Context: an optimization exercise on an open-source flow, tuned for small area and few clock cycles per item. The choices shown serve that exercise and are no tape-out recipe.
At most, simulation tests tie the RTL to the original design; equivalence was not proved.
The clock input has no modelled driver; a real chip could not lean on it and would need a root buffer or a full tree.
No activity file was given, so power comes from the tool's default toggle rates.

==> try-lagoon <==
Design IS42S16320D, start of the top module:
module IS42S16320D(
  input            ipClk,  
  input            ipReset,
  input      [24:0]ipAddress,
  input      [ 1:0]ipByteEnable,
  output reg       opWaitRequest,
  input      [15:0]ipWriteData,
  input            ipWrite,
  input            ipRead,
  output reg [15:0]opReadData,
  output reg       opReadDataValid,
  output           opCKE,
  output reg       opnCS,
  output reg       opnRAS,
  output reg       opnCAS,
  output reg       opnWE,
  output reg [12:0]opA,
  output reg [ 1:0]opBA,
  output reg [ 1:0]opDQM,
  output reg [15:0]opDQ,
  output reg       opDQ_en,
  input      [15:0]ipDQ
);
==> module IS42S16320D, before the edit <==
module IS42S16320D(
  input            ipClk,  
  input            ipReset,
  input      [24:0]ipAddress,
  input      [ 1:0]ipByteEnable,
  output reg       opWaitRequest,
  input      [15:0]ipWriteData,
  input            ipWrite,
  input            ipRead,
  output reg [15:0]opReadData,
  output reg       opReadDataValid,
  output           opCKE,
  output reg       opnCS,
  output reg       opnRAS,
  output reg       opnCAS,
  output reg       opnWE,
  output reg [12:0]opA,
  output reg [ 1:0]opBA,
  output reg [ 1:0]opDQM,
  output reg [15:0]opDQ,
  output reg       opDQ_en,
  input      [15:0]ipDQ
);
assign opCKE = 1'b1;
reg [ 9:0]RefreshCount;
reg [ 4:0]InitCount;     
reg       Busy;          
reg [ 1:0]RasWait;       
reg [ 3:0]BankOpen;
reg [ 3:0]BankCur;       
reg [12:0]RowOpen;
reg [ 3:0]ReadPipe;      
wire Tick     = &RefreshCount;
wire Window   = ~|RefreshCount[9:5] & ~(RefreshCount[4] & |RefreshCount[3:0]);
wire Slot5    = ~|RefreshCount[9:4] & (RefreshCount[3:0] == 4'd5);
wire Slot11   = ~|RefreshCount[9:4] & (RefreshCount[3:0] == 4'd11);
wire Ready    = InitCount[4];
wire InitRef  = InitCount[3] & (InitCount[2] ^ (InitCount[1] & InitCount[0]));
wire InitMRS  = ~InitCount[4] & (&InitCount[3:0]);
wire Active   = InitRef | InitMRS | Ready;
wire Request  = ipRead | ipWrite;
wire [1:0]Bank = ipAddress[11:10];
wire RowHit   = ipAddress[24:12] == RowOpen;
wire AnyOpen  = |BankOpen;
wire BankHit  = BankCur[Bank] & RowHit;
wire Serve    = Ready & ~Window & Request & ~Busy;
wire WriteOk  = ~ReadPipe[2] & ~ReadPipe[3] & (~ReadPipe[0] | &ipByteEnable);
wire NeedPre  = Serve & BankOpen[Bank] & ~BankHit;
wire DoRW     = Serve & BankHit & (ipRead | WriteOk);
wire DoAct    = Serve & ~BankOpen[Bank];
wire DoPre    = ((Active & Window & AnyOpen & ~Busy) | NeedPre) & ~|RasWait;
wire DoRef    = (InitRef | Ready) & (Slot5 | Slot11);
wire DoMRS    = InitMRS & Slot5;
always @(*) begin
  opWaitRequest   = ~DoRW & (Request | ~Ready);
  opReadData      = ipDQ;
  opReadDataValid = ReadPipe[2];
  opnCS  = 1'b0;
  opnRAS = ~(DoAct | DoPre | DoRef | DoMRS);
  opnCAS = ~(DoRW | DoRef | DoMRS);
  opnWE  = ~((DoRW & ipWrite) | DoPre | DoMRS);
  opBA        = Bank & {2{Ready}};
  opA[12:11]  = ipAddress[24:23] & {2{Ready}};
  opA[10]     = DoPre | (Ready & ~BankOpen[Bank] & ipAddress[22]);
  opA[ 9: 0]  = ~Ready  ? 10'h030 :
                BankHit ? ipAddress[9:0] : ipAddress[21:12];
  opDQ    = ipWriteData;
  opDQM   = ~ipByteEnable & {2{~ReadPipe[0]}};
  opDQ_en = ipWrite & ~ReadPipe[2] & ~ReadPipe[3];
end
always @(posedge ipClk) begin
  if(ipReset) begin
    InitCount    <= 0;
    BankOpen     <= 4'hF;  
  end else begin
    if(Tick & ~Ready) InitCount <= InitCount + 1'b1;
    if(DoPre) begin
      BankOpen <= 4'h0;
      BankCur  <= 4'h0;
    end else if(DoAct) begin
      BankOpen[Bank] <= 1'b1;
      if(RowHit) BankCur[Bank] <= 1'b1;
      else       BankCur       <= 4'h1 << Bank;
    end
  end
  RefreshCount <= RefreshCount + 1'b1;
  Busy <= DoAct | DoPre;
  if(DoAct)                RasWait <= 2'd3;
  else if(DoRW & ipWrite)  RasWait <= 2'd1;
  else if(|RasWait)        RasWait <= RasWait - 1'b1;
  ReadPipe <= {ReadPipe[2:0], DoRW & ipRead};
  if(DoAct) RowOpen <= ipAddress[24:12];
end
endmodule
Settings: LEC_CHECK=0, CAP_MARGIN=20, CORE_MARGIN=2, CORE_UTILIZATION=40, SLEW_MARGIN=20; clock period 10.0 ns.
standard.sh (not shown) runs the stock make flow with config.mk's settings and CLKGATE_MAP_FILE= SYNTH_SCRIPT=/design/flow/synth_recipe.tcl, a recipe that flattens the netlist after the stock synthesis.
==> flow/flow/run.sh <==
#!/bin/bash
# Standard ORFS layout with these changes:
# - synthesis maps logic with an area-oriented ABC script (flow/abc_area.script);
#   everything else in synthesis is the standard script (registers unchanged);
# - the synthesized logic is set to its smallest drive strengths before
#   floorplan (flow/downsize.tcl); the flow's repair steps size up as needed;
# - port buffers use the smallest buffer;
# - CTS without dummy loads; the clock port drives the leaf clock buffers
#   directly (flow/noroot.tcl).
set -euo pipefail
here=$(cd "$(dirname "$0")" && pwd)
work=$(pwd)
rm -rf "$work/scripts_abc"
cp -r "$FLOW_HOME/scripts" "$work/scripts_abc"
cp "$here/abc_area.script" "$work/scripts_abc/abc_speed.script"
export SCRIPTS_DIR="$work/scripts_abc"
export BUFFER_PORTS_ARGS="-buffer_cell sky130_fd_sc_hd__buf_1"
export PRE_FLOORPLAN_TCL="$here/downsize.tcl"
export CTS_ARGS="-sink_clustering_enable -repair_clock_nets -dont_use_dummy_load -sink_clustering_size 50 -sink_clustering_max_diameter 1000 -sink_clustering_levels 1"
export POST_CTS_TCL="$here/noroot.tcl"
bash standard.sh > standard.log 2>&1
==> flow/flow/abc_area.script <==
strash
dch -f
amap
topo
==> flow/flow/downsize.tcl <==
# Before floorplan: set every combinational cell to its smallest drive
# strength; the flow's own repair steps size up what timing, slew or
# capacitance then needs.
set n 0
foreach inst [get_cells *] {
  set cell [get_property $inst ref_name]
  if {![regexp {^(sky130_fd_sc_hd__[a-z0-9]+)_([0-9]+)$} $cell -> base drv]} { continue }
  if {[string match "*__df*" $base] || [string match "*__edf*" $base] || [string match "*__sdf*" $base] || [string match "*__dl*" $base] || [string match "*clk*" $base] || [string match "*conb*" $base]} { continue }
  if {$drv <= 1} { continue }
  set lc [get_lib_cells -quiet */${base}_1]
  if {[llength $lc] == 0} { continue }
  if {[get_property [lindex $lc 0] dont_use]} { continue }
  replace_cell $inst [lindex $lc 0]
  incr n
}
puts "downsize.tcl: $n cells set to drive strength 1"
==> flow/flow/noroot.tcl <==
set block [ord::get_db_block]
set pnet [$block findNet ipClk]
set its [$pnet getITerms]
if {[llength $its] == 1} {
  set root [[lindex $its 0] getInst]
  set rnet [[$root findITerm X] getNet]
  set loads {}
  set ok 1
  foreach it [$rnet getITerms] {
    set inst [$it getInst]
    if {$inst == $root} { continue }
    if {![string match "sky130_fd_sc_hd__clkbuf_*" [[$inst getMaster] getName]]} { set ok 0 }
    lappend loads $it
  }
  if {$ok && [llength $loads] <= 4} {
    set m4 [[ord::get_db] findMaster sky130_fd_sc_hd__clkbuf_4]
    foreach it $loads {
      $it disconnect
      $it connect $pnet
      [$it getInst] swapMaster $m4
    }
    [lindex $its 0] disconnect
    odb::dbInst_destroy $root
    odb::dbNet_destroy $rnet
    puts "noroot.tcl: removed root buffer; port drives [llength $loads] clock buffers"
  } else {
    puts "noroot.tcl: root kept"
  }
}
==> try-tundra: changes against try-lagoon <==
==> flow/design.v (replaced) <==
module IS42S16320D(
  input            ipClk,  
  input            ipReset,
  input      [24:0]ipAddress,
  input      [ 1:0]ipByteEnable,
  output reg       opWaitRequest,
  input      [15:0]ipWriteData,
  input            ipWrite,
  input            ipRead,
  output reg [15:0]opReadData,
  output reg       opReadDataValid,
  output           opCKE,
  output reg       opnCS,
  output reg       opnRAS,
  output reg       opnCAS,
  output reg       opnWE,
  output reg [12:0]opA,
  output reg [ 1:0]opBA,
  output reg [ 1:0]opDQM,
  output reg [15:0]opDQ,
  output reg       opDQ_en,
  input      [15:0]ipDQ
);
assign opCKE = 1'b1;
reg [ 9:0]RefreshCount;  
reg       RefreshReq;
reg [ 4:0]InitCount;     
reg [ 2:0]Wait;          
reg [ 1:0]RasWait;       
reg [ 3:0]BankOpen;
reg [ 3:0]BankCur;       
reg [ 1:0]LastBank;      
reg [12:0]RowOpen;
reg [ 3:0]ReadPipe;      
wire Tick     = RefreshCount[9] & RefreshCount[8];
wire Ready    = InitCount[4] & InitCount[3] & InitCount[0];
wire InitRef  = InitCount[4] & ~InitCount[3];
wire InitMRS  = InitCount[4] & InitCount[3] & ~InitCount[0];
wire Request  = ipRead | ipWrite;
wire [1:0]Bank = ipAddress[11:10];
wire RowHit   = ipAddress[24:12] == RowOpen;
wire AnyOpen  = |BankOpen;
wire BankHit  = BankCur[Bank] & RowHit;
wire PreOk    = ~|RasWait | (Bank != LastBank);
wire NoWait   = ~|Wait;
wire RefMode  = InitRef | (Ready & RefreshReq);
wire Serve    = Ready & ~RefreshReq & Request;
wire WriteOk  = ~ReadPipe[2] & ~ReadPipe[3] & (~ReadPipe[0] | &ipByteEnable);
wire DoRW  = Serve & BankHit & NoWait & (ipRead | WriteOk);
wire DoAct  = Serve & ~BankOpen[Bank] & NoWait;
wire DoPreB = Serve & BankOpen[Bank] & ~BankHit & NoWait & PreOk;
wire DoPreA = (RefMode | InitMRS) & AnyOpen & NoWait & ~|RasWait;
wire DoPre  = DoPreA | DoPreB;
wire DoRef = RefMode & ~AnyOpen & NoWait;
wire DoMRS = InitMRS & ~AnyOpen & NoWait;
always @(*) begin
  opWaitRequest   = ~DoRW & (Request | ~Ready);
  opReadData      = ipDQ;
  opReadDataValid = ReadPipe[2];
  opnCS  = 1'b0;
  opnRAS = ~(DoAct | DoPre | DoRef | DoMRS);
  opnCAS = ~(DoRW | DoRef | DoMRS);
  opnWE  = ~((DoRW & ipWrite) | DoPre | DoMRS);
  opBA        = Bank & {2{Ready}};
  opA[12:11]  = ipAddress[24:23] & {2{Ready}};
  opA[10]     = DoPreA | (Ready & ~BankOpen[Bank] & ipAddress[22]);
  opA[ 9: 0]  = ~Ready  ? 10'h030 :
                BankHit ? ipAddress[9:0] : ipAddress[21:12];
  opDQ    = ipWriteData;
  opDQM   = ~ipByteEnable & {2{~ReadPipe[0]}};
  opDQ_en = ipWrite & Ready & ~ReadPipe[2] & ~ReadPipe[3];
end
always @(posedge ipClk) begin
  if(ipReset) begin
    RefreshCount <= 0;
    RefreshReq   <= 0;
    InitCount    <= 0;
    Wait         <= 0;
    RasWait      <= 0;
    BankOpen     <= 4'hF;  
    BankCur      <= 4'h0;
    ReadPipe     <= 0;
  end else begin
    RefreshCount <= Tick ? 10'd0 : RefreshCount + 1'b1;
    if(Tick)       RefreshReq <= 1'b1;
    else if(DoRef) RefreshReq <= 1'b0;
    if((Tick & ~InitCount[4]) | (DoRef & InitRef) | DoMRS)
      InitCount <= InitCount + 1'b1;
    if(DoRef)                       Wait <= 3'd5;
    else if(DoAct | DoPre | DoMRS)  Wait <= 3'd1;
    else if(~NoWait)                Wait <= Wait - 1'b1;
    if(DoAct)                RasWait <= 2'd3;
    else if(DoRW & ipWrite)  RasWait <= 2'd1;
    else if(|RasWait)        RasWait <= RasWait - 1'b1;
    if(DoPreA) begin
      BankOpen <= 4'h0;
      BankCur  <= 4'h0;
    end else if(DoPreB) begin
      BankOpen[Bank] <= 1'b0;
      BankCur [Bank] <= 1'b0;
    end else if(DoAct) begin
      BankOpen[Bank] <= 1'b1;
      if(RowHit) BankCur[Bank] <= 1'b1;
      else       BankCur       <= 4'h1 << Bank;
    end
    if(DoAct | (DoRW & ipWrite)) LastBank <= Bank;
    ReadPipe <= {ReadPipe[2:0], DoRW & ipRead};
  end
  if(DoAct) RowOpen <= ipAddress[24:12];
end
endmodule
==> flow/run.sh (new file) <==
#!/bin/bash
# synth_recipe.tcl (not shown) runs the flow's synth.tcl, then flattens the netlist and writes it again
# the make line also repeats each setting of config.mk as NAME=value (left out here)
make -C /OpenROAD-flow-scripts/flow DESIGN_CONFIG=/design/flow/config.mk WORK_HOME=/design/flow/orfs CLKGATE_MAP_FILE= SYNTH_SCRIPT=/design/flow/synth_recipe.tcl finish
removed: flow/flow/run.sh
removed: flow/flow/abc_area.script
removed: flow/flow/downsize.tcl
removed: flow/flow/noroot.tcl
removed: flow/standard.sh
==> try-willow: changes against try-lagoon <==
--- a/flow/design.v
+++ b/flow/design.v
@@ -24,5 +24,5 @@
 assign opCKE = 1'b1;
 reg [ 9:0]RefreshCount;
-reg [ 4:0]InitCount;     
+reg [ 3:0]InitCount;     
 reg       Busy;          
 reg [ 1:0]RasWait;       
@@ -35,8 +35,9 @@
 wire Slot5    = ~|RefreshCount[9:4] & (RefreshCount[3:0] == 4'd5);
 wire Slot11   = ~|RefreshCount[9:4] & (RefreshCount[3:0] == 4'd11);
-wire Ready    = InitCount[4];
-wire InitRef  = InitCount[3] & (InitCount[2] ^ (InitCount[1] & InitCount[0]));
-wire InitMRS  = ~InitCount[4] & (&InitCount[3:0]);
-wire Active   = InitRef | InitMRS | Ready;
+wire Slot17   = ~|RefreshCount[9:5] & (RefreshCount[4:0] == 5'd17);
+wire Ready    = &InitCount;
+wire Active   = InitCount[3] & (InitCount[2] | (InitCount[1] & InitCount[0]));
+wire InitRef  = Active & ~Ready;
+wire InitMRS  = (InitCount == 4'd14);
 wire Request  = ipRead | ipWrite;
 wire [1:0]Bank = ipAddress[11:10];
@@ -51,5 +52,5 @@
 wire DoPre    = ((Active & Window & AnyOpen & ~Busy) | NeedPre) & ~|RasWait;
 wire DoRef    = (InitRef | Ready) & (Slot5 | Slot11);
-wire DoMRS    = InitMRS & Slot5;
+wire DoMRS    = InitMRS & Slot17;
 always @(*) begin
   opWaitRequest   = ~DoRW & (Request | ~Ready);
@@ -63,6 +64,6 @@
   opA[12:11]  = ipAddress[24:23] & {2{Ready}};
   opA[10]     = DoPre | (Ready & ~BankOpen[Bank] & ipAddress[22]);
-  opA[ 9: 0]  = ~Ready  ? 10'h030 :
-                BankHit ? ipAddress[9:0] : ipAddress[21:12];
+  opA[ 9: 0]  = BankHit ? ipAddress[9:0] : ipAddress[21:12];
+  if(~Ready) {opA[8:4], opA[2:0]} = 8'b00011000;  
   opDQ    = ipWriteData;
   opDQM   = ~ipByteEnable & {2{~ReadPipe[0]}};
==> notes.md <==
| quantity | try-lagoon | try-tundra | try-willow |
|---|---|---|---|
| Status | finished clean | finished clean | finished clean |
| Psw | 69.1 µW | 107 µW | 51.5 µW |
| Largest net degree at the start of global routing | 20 | 24 | 20 |
| Reported combinational group power | 36.9 µW | 79.7 µW | 16.5 µW |
| Met3 track demand over resource in global routing | 0.0400 | 0.0377 | 0.0553 |
| Power density over the cells | 125 mW/mm² | 126 mW/mm² | 110 mW/mm² |
| Post-DP Area | 0.00229 mm² | 0.00314 mm² | 0.00229 mm² |
| Origin of the worst setup path | ipAddress[10] | ipAddress[10] | ipAddress[24] |
| DRT iter0 DRCs | 101 | 84 | 83 |
| Launch instance of the worst min-delay path | ReadPipe[1]$_DFF_P_ | ReadPipe[1]$_SDFF_PP0_ | ReadPipe[1]$_DFF_P_ |
| Post-Route Skew | 0.0157 ns | 0.00332 ns | 0.0186 ns |
| Worst setup slack before clock tree synthesis | 3.54 ns | 2.85 ns | 2.72 ns |
| Final RePlAce weighted congestion | 0.777 | 0.800 | 0.751 |
| Final HPWL from detailed placement | 3380 µm | 4080 µm | 3400 µm |
| Number of multi-input combinational cells in the layout | 138 | 203 | 144 |
| Total number of sequential cells | 43 | 48 | 42 |
| Core area | 0.00511 mm² | 0.00679 mm² | 0.00511 mm² |
| Switching Share | 0.238 | 0.265 | 0.202 |
| Non-Clock Buffer Count | 56 | 54 | 55 |
| Sum of met3 wire segment lengths after detailed routing | 316 µm | 336 µm | 351 µm |
| Hold slack final | 0.341 ns | 0.462 ns | 0.342 ns |
| Highest ir drop seen on vdd | 0.0645 mV | 0.0874 mV | 0.0531 mV |
| Area of the multi-input gates | 845 µm² | 0.00135 mm² | 861 µm² |
| Capture point of the worst reg-to-reg path | BankCur[3]$_SDFFCE_PN0P_ | LastBank[1]$_DFFE_PP_ | BankCur[0]$_SDFFCE_PN0P_ |
| Sequential standard cell area | 0.00103 mm² | 0.00111 mm² | 0.00101 mm² |
Testbench counts of try-lagoon, summed over its fixed seeds: cycles 66,518, items 24,000.
Testbench counts of try-tundra, summed over its fixed seeds: cycles 74,566, items 24,000.
Only the layout flow was run in try-willow; the RTL was not checked for function there.

[static timing again, ports no longer ideal]
How much do the figures lean on ideal ports? The routed layouts below were timed once more, with nothing changed but the port constraints.
Step 1 sets driving cells, clkbuf_16 on the clock port and buf_2 on the other inputs (assumed; they add their load-dependent delay and slew).
Step 2 times the ports against the registers' clock, not the clock port: input delays grow and output delays shrink by t, the midpoint of the rising clock arrivals with the driver on.
a / b / c = ideal / step 1 / step 2; a / b = the first two.
run | shift t [ns] | setup WS [ns] | hold WS [ns] | latest minus earliest clock arrival (ns) | pins driven straight from the clock port
try-lagoon | 0.210 | 3.741 / 3.720 / 3.720 | 0.341 / 0.341 / 0.341 | 0.016 / 0.016 | 4
try-tundra | 0.323 | 2.867 / 2.846 / 2.846 | 0.462 / 0.462 / 0.462 | 0.003 / 0.003 | 1
try-willow | 0.210 | 2.694 / 2.668 / 2.668 | 0.342 / 0.342 / 0.342 | 0.019 / 0.019 | 4
After both steps setup and hold are still met in every run listed. For try-willow, which loses most, drivers alone change the setup slack by -0.026 ns; drivers and shift together by -0.026 ns.
